This design comes from an exercise in tuning for small area on the open sky130 flow, not from production work.
In this exercise RTL edits were held to simulation tests only and were not proved equivalent to the original.
Power is estimated from default activity; no workload was simulated.

Setup of job 7291:
// img_proc_top
module img_proc_top(
    input           i_clk,
    input           someport, 
    input           i_data_valid,
    input [11:0]    pixel_in,
    output          o_data_valid,
    output [17:0]   o_waddr,
    output [11:0]   o_data,
    input [2:0]     filter_sel
);
For scale: roughly 2000 cells after synthesis, ~1200 flip-flops, ~49 I/O pins, ~43000 um^2 of cells after synthesis.
Settings: LEC_CHECK=0, CAP_MARGIN=0, CORE_MARGIN=2, CORE_UTILIZATION=45, CTS_BUF_LIST=sky130_fd_sc_hd__clkbuf_4, CTS_CLUSTER_DIAMETER=40, CTS_CLUSTER_SIZE=10, GPL_TIMING_DRIVEN=0, SLEW_MARGIN=0; clock period 10.0 ns.
run.sh (not shown) runs the stock make flow with config.mk's settings and CLKGATE_MAP_FILE= SYNTH_SCRIPT=/design/flow/synth_recipe.tcl, a recipe that flattens the netlist after the stock synthesis.
Job 7291 finished every stage and its layout cleared the timing, DRC and antenna checks.
--- input diff job 7291..job 8070 ---
# job 7291
export LEC_CHECK = 0
export CAP_MARGIN = 0
export CORE_MARGIN = 2
export CORE_UTILIZATION = 45
export CTS_BUF_LIST = sky130_fd_sc_hd__clkbuf_4
export CTS_CLUSTER_DIAMETER = 40
export CTS_CLUSTER_SIZE = 10
export GPL_TIMING_DRIVEN = 0
export SLEW_MARGIN = 0
create_clock -name core_clock -period 10.0 [get_ports {i_clk}]
# job 8070
export LEC_CHECK = 0
export CAP_MARGIN = 0
export CORE_MARGIN = 2
export CORE_UTILIZATION = 45
export CTS_BUF_LIST = sky130_fd_sc_hd__clkbuf_4
export CTS_CLUSTER_DIAMETER = 50
export CTS_CLUSTER_SIZE = 8
export GPL_TIMING_DRIVEN = 0
export SLEW_MARGIN = 0
create_clock -name core_clock -period 10.0 [get_ports {i_clk}]
--- outcome ---
- Any difference in met1 track demand over resource between job 7291 and job 8070 is small enough to ignore.
- Delta(clock period minus final worst setup slack, job 8070 - job 7291) < 0
- There was hardly any difference in power between job 8070 and job 7291.
- Adder-cell share of the synthesized area came out exactly the same in job 7291 and job 8070.
- Clock power essentially unchanged between job 8070 and job 7291.
- Any difference in relative area change from synthesis to final layout between job 8070 and job 7291 is small enough to ignore.
- Changes observed in job 8070 relative to job 7291: initial standard-cell utilization of the core about even, number of nets at the end of the flow grew by 0.74%.
- Any difference in sequential share of layout area between job 8070 and job 7291 is small enough to ignore.
- Comparing job 7291 and job 8070, the lower routed wire length was measured on job 7291.
- Looking at tightest hold margin, job 8070 sits 3.5 ps below job 7291.
> inputs changed (job 8070 -> job 1359)
# job 8070
export LEC_CHECK = 0
export CAP_MARGIN = 0
export CORE_MARGIN = 2
export CORE_UTILIZATION = 45
export CTS_BUF_LIST = sky130_fd_sc_hd__clkbuf_4
export CTS_CLUSTER_DIAMETER = 50
export CTS_CLUSTER_SIZE = 8
export GPL_TIMING_DRIVEN = 0
export SLEW_MARGIN = 0
create_clock -name core_clock -period 10.0 [get_ports {i_clk}]
# job 1359
export LEC_CHECK = 0
export CAP_MARGIN = 0
export CORE_MARGIN = 2
export CORE_UTILIZATION = 45
export CTS_BUF_LIST = sky130_fd_sc_hd__clkbuf_8
export CTS_CLUSTER_DIAMETER = 55
export CTS_CLUSTER_SIZE = 17
export GPL_TIMING_DRIVEN = 0
export SLEW_MARGIN = 0
create_clock -name core_clock -period 10.0 [get_ports {i_clk}]
Notes after the runs:
Summary of job 1359 over job 8070: clock share of power rose 0.9 points, distinct cell type count of the synthesized netlist did not really move, length of routed met2 wiring saw a decrease.
Job 1359 vs. job 8070: total power has increased, fmax closely matched the old numbers.

* * *

## build 14
img_proc_top, a different RTL version from the one above (not shown whole).
Size: roughly 49 I/O pins, ~0.045 mm2 of cells after synthesis.
Settings: LEC_CHECK=0, CAP_MARGIN=20, CORE_MARGIN=2, CORE_UTILIZATION=55, CTS_BUF_LIST=sky130_fd_sc_hd__clkbuf_8, CTS_CLUSTER_DIAMETER=40, CTS_CLUSTER_SIZE=18, GPL_TIMING_DRIVEN=0, SLEW_MARGIN=20; clock period 10.0 ns.
Build 14: all stages complete, timing, DRC and antenna checks passed
Setup changes, build 14 to build 82
- a change of CTS_BUF_LIST from sky130_fd_sc_hd__clkbuf_8 to sky130_fd_sc_hd__clkbuf_4
- a change of CTS_CLUSTER_SIZE from 18 to 8
- a change of CORE_UTILIZATION from 55 to 45
- a change of CTS_CLUSTER_DIAMETER from 40 to 50
==> comparison <==
For the final critical-path required period, build 82 came in 0.15 ns higher than build 14 did.
Taking build 14 as the reference, in build 82 sequential share of layout area increased 1.4 points; pin count of the biggest net entering global routing decreased 2.
Between build 14 and build 82, the smallest hold slack figures differ only marginally.
| combinational power | build 14 vs build 82 | ≈ equal |
Measured against each other, build 14 and build 82 differ in number of vias per cell, the higher figure coming from build 14.
Power share of the combinational group was lower in build 14 than in build 82.
Here is what was changed in the inputs of build 20 compared with build 82.
- CTS_BUF_LIST now sky130_fd_sc_hd__clkbuf_8, was sky130_fd_sc_hd__clkbuf_4
- CTS_CLUSTER_DIAMETER no longer set, was 50
- CTS_CLUSTER_SIZE no longer set, was 8
Findings:
Average via count per standard cell delta for build 20 relative to build 82: 0.99% lower. Row clock buffer count from CTS: build 20 higher / build 82 lower. Changes observed in build 20 relative to build 82: share of power burned in combinational logic lower; final cell area excluding filler cells went up.
Modified inputs, build 61 compared to build 20
- setting CTS_CLUSTER_SIZE to 20 for the first time
- setting CTS_CLUSTER_DIAMETER to 40 for the first time
Findings:
- Compared build 20 against build 61; global-route total usage across every layer within noise.
- Relative to build 20, the final cell area reported for build 61 is lower.
- Build 61: post-route total power is about 2% lower than what build 20 reported.
- Highest ir drop seen on vdd (lower): build 61
- Sequential share of layout area: build 61 vs build 20 up 0.65 points
- Sort build 61 and build 20 by final worst slack, ascending, and build 20 comes first.
- Reg-to-reg setup timing slack in build 61 is 0.12 ns higher than in build 20
- Taking build 20 as the reference, in build 61 achievable clock frequency saw an increase; share of the synthesized area in compound gates (AO/OA/AOI/OAI) barely changed; core utilization -0.46 points.

* * *

img_proc_top again, from the RTL that the note above started with.
export LEC_CHECK = 0
export CAP_MARGIN = 20
export CORE_MARGIN = 2
export CORE_UTILIZATION = 45
export CTS_BUF_LIST = sky130_fd_sc_hd__clkbuf_8
export CTS_CLUSTER_DIAMETER = 50
export CTS_CLUSTER_SIZE = 16
export GPL_TIMING_DRIVEN = 0
export SLEW_MARGIN = 20
create_clock -name core_clock -period 10.0 [get_ports {i_clk}]
==> next run, changes <==
- CTS_CLUSTER_DIAMETER: 50 -> 55
- CTS_CLUSTER_SIZE: 16 -> 17
After rerunning: Setup slack loses 0.023 ns. Core utilization drops by 0.21 points. Synthesized cell count is unchanged. Hold slack is better by 0.0053 ns. Cell count goes down by 0.65%.

* * *

Setup of tundra:
Starting RTL as in the previous note.
clock: 10.0 ns
lec_check: 0
cap_margin: 20
core_margin: 2
core_utilization: 55
cts_buf_list: sky130_fd_sc_hd__clkbuf_8
cts_cluster_diameter: 45
cts_cluster_size: 18
gpl_timing_driven: 0
slew_margin: 20
## Diff of input files: pepper against tundra
Settings: CORE_UTILIZATION changed from 55 to 45; CTS_CLUSTER_DIAMETER changed from 45 to 60; CTS_CLUSTER_SIZE changed from 18 to 30; CTS_BUF_LIST changed from sky130_fd_sc_hd__clkbuf_8 to sky130_fd_sc_hd__clkbuf_16.
Findings:
- pepper: flow completed, timing, DRC and antenna clean
- pepper vs tundra, internal reg-to-reg setup slack went down by 0.04 ns.
- On sequential share of cell area: pepper sits below tundra.
- Comparing the two runs side by side, pepper comes out behind tundra on design area.
- Global-route usage over all layers: higher on tundra

afterwards: timing with drivers on the ports:
How much do the figures lean on ideal ports? The routed layouts below were timed once more, with nothing changed but the port constraints.
Step 1, drivers: a clkbuf_16 drives i_clk and a buf_2 each remaining input, both assumed.
Step 2 also shifts input and output timing later by t, the mid clock arrival at the registers, as if the neighbouring blocks saw the same clock.
Slacks: ideal ports / drivers / drivers and shift; pairs: ideal ports / drivers.
| run | t, ns | setup slack, ns | cell pins on the clock port's net |
|---|---|---|---|
| job 7291 | 1.072 | 3.049 / 3.049 / 3.049 | 1 |
| job 8070 | 1.076 | 3.071 / 3.071 / 3.071 | 1 |
| job 1359 | 0.782 | 3.051 / 3.051 / 3.051 | 1 |
| build 14 | 0.831 | 2.781 / 2.781 / 2.781 | 1 |
| build 82 | 1.121 | 2.634 / 2.634 / 2.634 | 1 |
| build 20 | 0.912 | 2.495 / 2.495 / 2.495 | 1 |
| build 61 | 0.863 | 2.611 / 2.611 / 2.611 | 1 |
| the first run of note 3 | 0.815 | 2.614 / 2.614 / 2.614 | 1 |
| the second run of note 3 | 0.826 | 2.591 / 2.591 / 2.591 | 1 |
| tundra | 0.796 | 2.647 / 2.647 / 2.647 | 1 |
| pepper | 0.718 | 2.610 / 2.610 / 2.610 | 1 |
After both steps every run listed still meets setup and hold.
